This is an optimization exercise on Yosys and OpenROAD, whose aim is small area, a short achievable clock period and few clock cycles, not a production implementation. Power and IR drop assume default switching activity.

==> flow/design.v <==
module sign_extend(
	input [15:0] imm,
	output [31:0] ext
);
assign ext = {{16{imm[15]}}, imm};
endmodule
module reg_file(
	input clk,
	input rst_n,
	input [4:0] r1_addr,
	input [4:0] r2_addr,
	input [4:0] r3_addr,
	input [31:0] r3_din,
	input r3_wr,
	output reg [31:0] r1_dout,
	output reg [31:0] r2_dout
);
reg [31:0] rf [0:31];
reg [31:0] rv;
integer i;
always @(posedge clk)
	if (r3_wr)
		rf[r3_addr] <= r3_din;
always @(posedge clk or negedge rst_n)
	if (!rst_n)
		rv <= 32'd0;
	else if (r3_wr)
		rv[r3_addr] <= 1'b1;
always @(*) begin
	r1_dout = 32'd0;
	r2_dout = 32'd0;
	for (i = 0; i < 32; i = i + 1) begin
		r1_dout = r1_dout | ({32{rv[i] && r1_addr == i}} & rf[i]);
		r2_dout = r2_dout | ({32{rv[i] && r2_addr == i}} & rf[i]);
	end
end
endmodule
module alu(
	input [31:0] alu_a,
	input [31:0] alu_b,
	output [31:0] alu_out,
	output gtz
);
assign alu_out = alu_a + alu_b;
wire zero = ((alu_a ^ alu_b) == {alu_a[30:0] | alu_b[30:0], 1'b0});
assign gtz = ~alu_out[31] & ~zero;
endmodule
module pc(
	input [31:0] word,
	input [5:0] wpc,
	output redir,
	output [5:0] tgt,
	output [5:0] tgt1
);
wire is_j = word[31:26] == 6'b000010;
wire is_b = word[31:26] == 6'b000111;
assign redir = is_j | (is_b & word[15]);
assign tgt = is_j ? word[5:0] : wpc + word[5:0] + 6'd1;
assign tgt1 = is_j ? word[5:0] + 6'd1 : wpc + word[5:0] + 6'd2;
endmodule
module cu(
	input [5:0] op,
	output is_add,    
	output is_addi,
	output is_lw,
	output is_sw,
	output is_bgtz
);
assign is_addi = op == 6'b001000;
assign is_add = (op == 6'b000000) | is_addi;
assign is_lw = op == 6'b100011;
assign is_sw = op == 6'b101011;
assign is_bgtz = op == 6'b000111;
endmodule
module top(
	input clk, rst_n,
	output [5:0] mem_raddr,
	input [31:0] mem_rdata,
	output mem_we,
	output [5:0] mem_waddr,
	output [31:0] mem_wdata
);
reg [5:0]  raddr_q;      
reg        ra_fetch;     
reg [5:0]  npc;          
reg        fvalid;       
reg [5:0]  fpc;          
reg        svalid;
reg [31:0] sk_word;
reg [5:0]  spc;
reg        sredir;
reg [5:0]  stgt, stgt1;
reg        dvalid;
reg [31:0] ir;
reg [5:0]  dpc;
reg        dredir;       
reg        dpend;        
reg [5:0]  dtgt, dtgt1;   
reg        evalid;
reg        e_add, e_lw, e_sw, e_bgtz, e_pred;
reg [31:0] e_a, e_b;
reg [5:0]  e_maddr;
reg [4:0]  e_dest;
reg [5:0]  e_alt;        
reg [5:0]  e_alt1;       
reg        we_q;         
reg        lwb;          
reg        kill;         
wire       f_redir;
wire [5:0] f_tgt, f_tgt1;
pc pd(.word(mem_rdata), .wpc(fpc), .redir(f_redir), .tgt(f_tgt), .tgt1(f_tgt1));
wire [31:0] sum;
wire        gtz;
alu alu_1(.alu_a(e_a), .alu_b(e_b), .alu_out(sum), .gtz(gtz));
wire e_go = evalid & ~kill;
wire e_lw0 = e_go & e_lw;           
wire        rf_we = (e_go & e_add) | lwb;
wire [31:0] rf_wd = lwb ? mem_rdata : sum;
wire d_add, d_addi, d_lw, d_sw, d_bgtz;
cu dec(.op(ir[31:26]), .is_add(d_add), .is_addi(d_addi), .is_lw(d_lw),
       .is_sw(d_sw), .is_bgtz(d_bgtz));
wire [4:0] rs = ir[25:21];
wire [4:0] rt = ir[20:16];
wire [31:0] r1, r2;
reg_file register(
	.clk(clk), .rst_n(rst_n),
	.r1_addr(rs), .r2_addr(rt),
	.r3_addr(e_dest), .r3_din(rf_wd), .r3_wr(rf_we),
	.r1_dout(r1), .r2_dout(r2)
);
wire [31:0] simm;
sign_extend se(.imm(ir[15:0]), .ext(simm));
wire fwd_a = rf_we && e_dest == rs;
wire fwd_b = rf_we && e_dest == rt;
wire [31:0] opa = fwd_a ? rf_wd : r1;
wire [31:0] opb = d_addi ? simm : fwd_b ? rf_wd : r2;
wire [5:0]  maddr_f = rf_wd[5:0] + ir[5:0];
wire [5:0]  maddr_r = r1[5:0] + ir[5:0];
wire [5:0]  maddr = fwd_a ? maddr_f : maddr_r;
wire dlive = dvalid & ~kill;
wire dfire = dlive & ~e_lw0;
wire flive = fvalid & ~kill;
wire sw_hit = (dvalid & (dpc == e_maddr)) | (svalid & (spc == e_maddr)) |
              (fvalid & (fpc == e_maddr)) | (ra_fetch & (raddr_q == e_maddr));
wire e_mis = e_go & ((e_bgtz & (gtz ^ e_pred)) | (e_sw & sw_hit));
wire req_lw = dfire & d_lw;
wire req_d  = dlive & dpend;
wire req_f  = flive & f_redir;
wire take_d = ~req_lw & req_d;                  
wire take_f = ~req_lw & ~req_d & req_f;
wire [5:0] seq_addr = take_d ? dtgt : take_f ? f_tgt : npc;
wire [5:0] seq_addr1 = take_d ? dtgt1 : take_f ? f_tgt1 : npc + 6'd1;
wire [5:0] ra_next = req_lw ? maddr : seq_addr;
wire [5:0] npc_next = req_lw ? npc : seq_addr1;
wire d_accept = ~dvalid | dfire;
wire f_keep = flive & ~take_d;                  
always @(posedge clk or negedge rst_n)
	if (!rst_n) begin
		raddr_q <= 6'd0;
		ra_fetch <= 1'b1;
		npc <= 6'd1;
		fvalid <= 1'b0;
		svalid <= 1'b0;
		dvalid <= 1'b0;
		dpend <= 1'b0;
		evalid <= 1'b0;
		we_q <= 1'b0;
		lwb <= 1'b0;
		kill <= 1'b0;
	end else begin
		kill <= e_mis;
		lwb <= e_lw0;
		we_q <= dfire & d_sw & ~e_mis;
		evalid <= dfire;
		raddr_q <= e_mis ? e_alt : ra_next;
		npc <= e_mis ? e_alt1 : npc_next;
		ra_fetch <= e_mis | ~req_lw;
		fvalid <= ra_fetch & ~take_d & ~take_f;
		if (kill) begin
			dvalid <= 1'b0;
			svalid <= 1'b0;
			dpend <= 1'b0;
		end else if (d_accept) begin
			if (svalid) begin
				dvalid <= ~take_d;
				dpend <= 1'b0;
				svalid <= f_keep;
			end else begin
				dvalid <= f_keep;
				dpend <= f_keep & req_f & req_lw;
			end
		end else begin
			if (take_d)
				dpend <= 1'b0;
			svalid <= f_keep;
		end
	end
always @(posedge clk) begin
	fpc <= raddr_q;
	e_alt <= (dredir | d_sw) ? dpc + 6'd1 : dtgt;
	e_alt1 <= (dredir | d_sw) ? dpc + 6'd2 : dtgt1;
	e_a <= opa;
	e_b <= opb;
	e_maddr <= maddr;
	e_add <= d_add;
	e_lw <= d_lw;
	e_sw <= d_sw;
	e_bgtz <= d_bgtz;
	e_pred <= dredir;
	if (dfire)
		e_dest <= (ir[31:26] == 6'b000000) ? ir[15:11] : rt;
	if (d_accept) begin
		if (svalid) begin
			ir <= sk_word;
			dpc <= spc;
			dredir <= sredir;
			dtgt <= stgt;
			dtgt1 <= stgt1;
		end else begin
			ir <= mem_rdata;
			dpc <= fpc;
			dredir <= f_redir;
			dtgt <= f_tgt;
			dtgt1 <= f_tgt1;
		end
	end
	if (svalid ? d_accept : ~d_accept) begin
		sk_word <= mem_rdata;
		spc <= fpc;
		sredir <= f_redir;
		stgt <= f_tgt;
		stgt1 <= f_tgt1;
	end
end
assign mem_raddr = raddr_q;
assign mem_we = we_q;
assign mem_waddr = e_maddr;
assign mem_wdata = e_b;
endmodule
clock: 10.0 ns
lec_check: 0
abc_clock_period_in_ps: 3000
cap_margin: 20
core_margin: 2
core_utilization: 25
place_density: 0.45
setup_slack_margin: 5
slew_margin: 20
run.sh (not shown) runs the stock make flow with config.mk's settings and CLKGATE_MAP_FILE= SYNTH_SCRIPT=/design/flow/synth_recipe.tcl, a recipe that flattens the netlist after the stock synthesis.
The baseline completed with no timing, DRC or antenna violations.
Change:
==> flow/flow/run.sh (new file) <==
#!/bin/bash
set -euo pipefail
bash standard.sh synth > synth.log 2>&1
bash standard.sh SETUP_SLACK_MARGIN=6.5 finish > layout.log 2>&1
==> flow/standard.sh (new file) <==
#!/bin/bash
# synth_recipe.tcl (not shown) runs the flow's synth.tcl, then flattens the netlist and writes it again
# the make line also repeats each setting of config.mk as NAME=value (left out here)
make -C /OpenROAD-flow-scripts/flow DESIGN_CONFIG=/design/flow/config.mk WORK_HOME=/design/flow/orfs CLKGATE_MAP_FILE= SYNTH_SCRIPT=/design/flow/synth_recipe.tcl "${@:-finish}"
removed: flow/run.sh
=> Fmax climbs by 19%. Power grows by 3.9%. Setup slack improves by 0.79 ns. Wire length goes up by 4.3%. First-iteration DRC count is higher by 7.5%. Final cell count rose by 2.3%. Global-route usage went up by 0.99 points. Register-to-register slack gets better by 0.79 ns. Final area went up by 5.1%.
No run of this note included a check of the RTL's function; only the layout flow was run.

## static timing again, ports no longer ideal
Ports are ideal in the flow. The routed layouts listed here were re-timed in OpenROAD.
Step 1 (the two cells are an assumption about what drives the block):
set clk [get_ports {clk}]
set_driving_cell -lib_cell sky130_fd_sc_hd__clkbuf_16 $clk
set_driving_cell -lib_cell sky130_fd_sc_hd__buf_2 [delete_from_list [all_inputs] $clk]
Step 2 times the ports against the registers' clock, not the clock port: input delays grow and output delays shrink by t, the midpoint of the rising clock arrivals with the driver on.
Three values: ideal, step 1, step 2; two values: the first two.
run	t, ns	slack for setup (ns)	slew at the worst register clock pin (ns)
the first run	0.882	5.032 / 5.032 / 4.448	0.07 / 0.07
the second run	0.886	5.820 / 5.820 / 5.478	0.07 / 0.07
After both steps setup and hold are still met in every run listed. For the first run, which loses most, drivers alone change the setup slack by 0.000 ns; drivers and shift together by -0.584 ns.
